This is an optimization exercise on Yosys and OpenROAD, whose aim is small area, a short achievable clock period and few clock cycles, not a production implementation.
In this exercise RTL edits were held to simulation tests only and were not proved equivalent to the original.

==> inputs of amber <==
// matriz_determ5x5
module matriz_determ5x5 (
	input wire [199:0] matriz_A,
	input clk,
	input start,
	output reg done,
	output reg [31:0] det
);
	reg [199:0] R;           
	reg [3:0] cnt;
	reg v1;                  
	reg [16:0] m01a, m01b, k34, k24, k23, k14, k13;
	reg [8:0] pa_neg, pa_one, pa_two, pb_neg, pb_one, pb_two;
	reg [26:0] q234a, q234b;
	wire [199:0] Rrot;
	genvar r, c;
	generate
		for (r = 0; r < 5; r = r + 1) begin : gr
			for (c = 0; c < 5; c = c + 1) begin : gc
				assign Rrot[r*40 + c*8 + 7 -: 8] = R[r*40 + ((c + 1) % 5)*8 + 7 -: 8];
			end
		end
	endgenerate
	wire [18:0] xa = {m01a[16], m01a, 1'b0};
	wire [18:0] xb = {m01b[16], m01b, 1'b0};
	wire [8:0] da_neg, da_one, da_two, db_neg, db_one, db_two;
	wire vs = v1;
	genvar i;
	generate
		for (i = 0; i < 9; i = i + 1) begin : gb
			assign da_neg[i] = vs & xa[2*i+2];
			assign da_one[i] = vs & (xa[2*i+1] ^ xa[2*i]);
			assign da_two[i] = vs & ((xa[2*i+2] & ~xa[2*i+1] & ~xa[2*i]) | (~xa[2*i+2] & xa[2*i+1] & xa[2*i]));
			assign db_neg[i] = vs & xb[2*i+2];
  ...
clock: 30.0 ns
lec_check: 0
cap_margin: 20
core_margin: 2
core_utilization: 20
place_density: 0.3
slew_margin: 20
synth_hierarchical: 1
run.sh (not shown) runs the stock make flow with config.mk's settings and CLKGATE_MAP_FILE= SYNTH_SCRIPT=/design/flow/synth_recipe.tcl, a recipe that flattens the netlist after the stock synthesis.
==> inputs of ember, as changes to amber <==
Settings changed: CORE_UTILIZATION 20 to 45, PLACE_DENSITY 0.3 to 0.6.
==> reports/metrics.yaml <==
status: "timing/DRC/antenna clean"
regToRegSetupSlack_ns: 22.71
use_met1_pct: 38.0
num-clock-buffers: 70
buffers: 376
wl_met1_um: 98700
die-area_um2: 175000
# the run above: ember

==> reports/metrics.yaml <==
buffers: 425
use_met1_pct: 22.4
tap_cells: 5175
die-area_um2: 392000
wl_met1_um: 148000
status: "timing/DRC/antenna clean"
num-clock-buffers: 97
grt-ovfl-total: 0
# the run above: amber

Testbench counts of amber, summed over its fixed seeds: cycles 3,456.
Testbench counts of ember, summed over its fixed seeds: cycles 3,456.

==> inputs of v31 <==
matriz_determ5x5, a different RTL version from the one above (not shown whole).
==> flow/config.mk <==
export PLATFORM = sky130hd
export DESIGN_NAME = matriz_determ5x5
export DESIGN_NICKNAME = matriz_determ5x5
export VERILOG_FILES = /design/flow/design.v
export SDC_FILE = /design/flow/constraint.sdc
export NUM_CORES = 4
export LEC_CHECK = 0
export CAP_MARGIN = 20
export CORE_MARGIN = 2
export CORE_UTILIZATION = 45
export PLACE_DENSITY = 0.6
export SLEW_MARGIN = 20
export SYNTH_HIERARCHICAL = 1
==> flow/constraint.sdc <==
create_clock -name core_clock -period 30.0 [get_ports {clk}]
set_input_delay 6.0000 -clock core_clock [delete_from_list [all_inputs] [get_ports {clk}]]
set_output_delay 6.0000 -clock core_clock [all_outputs]
set_load 0.01 [all_outputs]
standard.sh (not shown) runs the stock make flow with config.mk's settings and CLKGATE_MAP_FILE= SYNTH_SCRIPT=/design/flow/synth_recipe.tcl, a recipe that flattens the netlist after the stock synthesis.
==> flow/flow/run.sh <==
#!/bin/bash
# The standard layout (the standard.sh: ORFS from synthesis to the final
# layout), with one change: the buffers that buffer_ports puts on every input
# and output port are sky130_fd_sc_hd__buf_2 cells instead of the delay-buffer
# cells it picks by default.
set -e
cp standard.sh standard_copy.sh.txt
export BUFFER_PORTS_ARGS="-buffer_cell sky130_fd_sc_hd__buf_2"
bash standard.sh > standard.log 2>&1
==> v37 (differences from v31) <==
--- a/flow/design.v
+++ b/flow/design.v
@@ -12,25 +12,27 @@
 	output reg [31:0] det
 );
 	reg [199:0] R;           
 	reg [3:0] cnt;
 	reg v1;                  
 	reg first;               
+	reg first_n;             
 	reg [16:0] k34, k24, k23, k14, k13;
 	reg [8:0] pa_neg, pa_one, pa_two, pb_neg, pb_one, pb_two;
 	reg [26:0] q234a, q234b;
 	wire [199:0] Rrot;
 	genvar r, c;
 	generate
 		for (r = 0; r < 5; r = r + 1) begin : gr
 			for (c = 0; c < 5; c = c + 1) begin : gc
 				assign Rrot[r*40 + c*8 + 7 -: 8] = R[r*40 + ((c + 1) % 5)*8 + 7 -: 8];
 			end
 		end
 	endgenerate
-	wire [31:0] det_in = det & {32{~first}};
+	wire k_first = (cnt == 4'd1);
+	wire [31:0] det_in = det & {32{cnt != 4'd2}};
 	wire [16:0] k34_n;
 	wire [7:0] k34_a = R[151:144];
 	wire [7:0] k34_b = R[159:152];
 	wire [7:0] k34_c = R[191:184];
 	wire [7:0] k34_d = R[199:192];
 	wire [16:0] k24_n;
@@ -46,16 +48,16 @@
 	wire [16:0] m01a_n;
 	wire [7:0] m01a_a = (first ? R[143:136] : R[39:32]);
 	wire [7:0] m01a_b = (first ? R[151:144] : R[7:0]);
 	wire [7:0] m01a_c = (first ? R[183:176] : R[79:72]);
 	wire [7:0] m01a_d = (first ? R[191:184] : R[47:40]);
 	wire [16:0] m01b_n;
-	wire [7:0] m01b_a = (first ? R[135:128] : R[15:8]);
-	wire [7:0] m01b_b = (first ? R[151:144] : R[39:32]);
-	wire [7:0] m01b_c = (first ? R[175:168] : R[55:48]);
-	wire [7:0] m01b_d = (first ? R[191:184] : R[79:72]);
+	wire [7:0] m01b_a = (first_n ? R[15:8] : R[135:128]);
+	wire [7:0] m01b_b = (first_n ? R[39:32] : R[151:144]);
+	wire [7:0] m01b_c = (first_n ? R[55:48] : R[175:168]);
+	wire [7:0] m01b_d = (first_n ? R[79:72] : R[191:184]);
 	wire [7:0] a21 = R[87:80];
 	wire [7:0] a22 = R[95:88];
 	wire [7:0] a23 = R[103:96];
 	wire [7:0] a24 = R[111:104];
 	wire [26:0] q234a_n, q234b_n;
 	wire [3:0] bd_pa21_neg, bd_pa21_one, bd_pa21_two;
@@ -5923,15 +5925,15 @@
 		end
 	endgenerate
 	always @(posedge clk) begin
 		R <= (cnt == 4'd0) ? matriz_A : Rrot;
 		k34 <= k34_n;
 		k24 <= k24_n;
-		k23 <= first ? m01a_n : k34;
+		k23 <= k_first ? m01a_n : k34;
 		k14 <= k14_n;
-		k13 <= first ? m01b_n : k24;
+		k13 <= k_first ? m01b_n : k24;
 		pa_neg <= da_neg;
 		pa_one <= da_one;
 		pa_two <= da_two;
 		pb_neg <= db_neg;
 		pb_one <= db_one;
 		pb_two <= db_two;
@@ -5939,15 +5941,17 @@
 		q234b <= q234b_n;
 		det <= det_n;
 		if (!start) begin
 			cnt <= 4'd0;
 			v1 <= 1'b0;
 			first <= 1'b0;
+			first_n <= 1'b1;
 			done <= 1'b0;
 		end else begin
 			if (cnt != 4'd8) cnt <= cnt + 4'd1;
 			first <= (cnt == 4'd0);
+			first_n <= (cnt != 4'd0);
 			v1 <= (cnt >= 4'd1) && (cnt <= 4'd5);
 			done <= (cnt >= 4'd7);
 		end
 	end
 endmodule
==> summary.txt <==
Yosys
  • Post-synth top cells: 1682 x fa_1, 748 x and2_1, 737 x nand2_1

STA
  • Rel. slew slack: 24.7%
  • Setup Skew: 0.0807 ns

Run status
  • Status: timing/DRC/antenna clean
The numbers above come from v31.

==> summary.txt <==
Run status
  • Status: timing/DRC/antenna clean

CTS
  • CTS tree: built

STA
  • Final-report setup violation count: 0
  • Rel. slew slack: 20.2%
  • Setup Skew: 0.0636 ns

Critical path
  • Worst R2R End: pa_two[7]
  • CP max-delay cell: mux2i_1

GRT
  • Initial antenna violation count: 14

Yosys
  • Post-synth top cells: 1682 x fa_1, 743 x and2_1, 734 x nand2_1
The numbers above come from v37.

Testbench counts of v31, summed over its fixed seeds: cycles 3,456.
Testbench counts of v37, summed over its fixed seeds: cycles 3,456.

[port drivers added, routing unchanged]
No port has a modelled driver above. Below, the same layouts with a new extraction and two added sets of constraints.
Step 1, drivers: a clkbuf_16 drives clk and a buf_2 each remaining input, both assumed.
Step 2, shift: input delay + t, output delay - t, t = (earliest + latest rising clock arrival at the registers) / 2. This alone moves slack from input paths to output paths.
Slacks: ideal ports / drivers / drivers and shift; pairs: ideal ports / drivers.
| run | t (ns) | setup WS [ns] | hold WS [ns] | worst setup path after step 2 | cell pins on the clock port's net |
|---|---|---|---|---|---|
| amber | 0.867 | 22.151 / 22.044 / 22.175 | 0.373 / 0.373 / 0.373 | input to register | 1 |
| ember | 0.771 | 22.222 / 22.139 / 22.287 | 0.413 / 0.413 / 0.413 | input to register | 1 |
| v31 | 0.762 | 22.182 / 22.182 / 22.182 | 0.452 / 0.452 / 0.452 | register to register | 1 |
| v37 | 0.754 | 22.713 / 22.700 / 22.713 | 0.450 / 0.450 / 0.450 | register to register | 1 |
After both steps setup and hold are still met in every run listed.
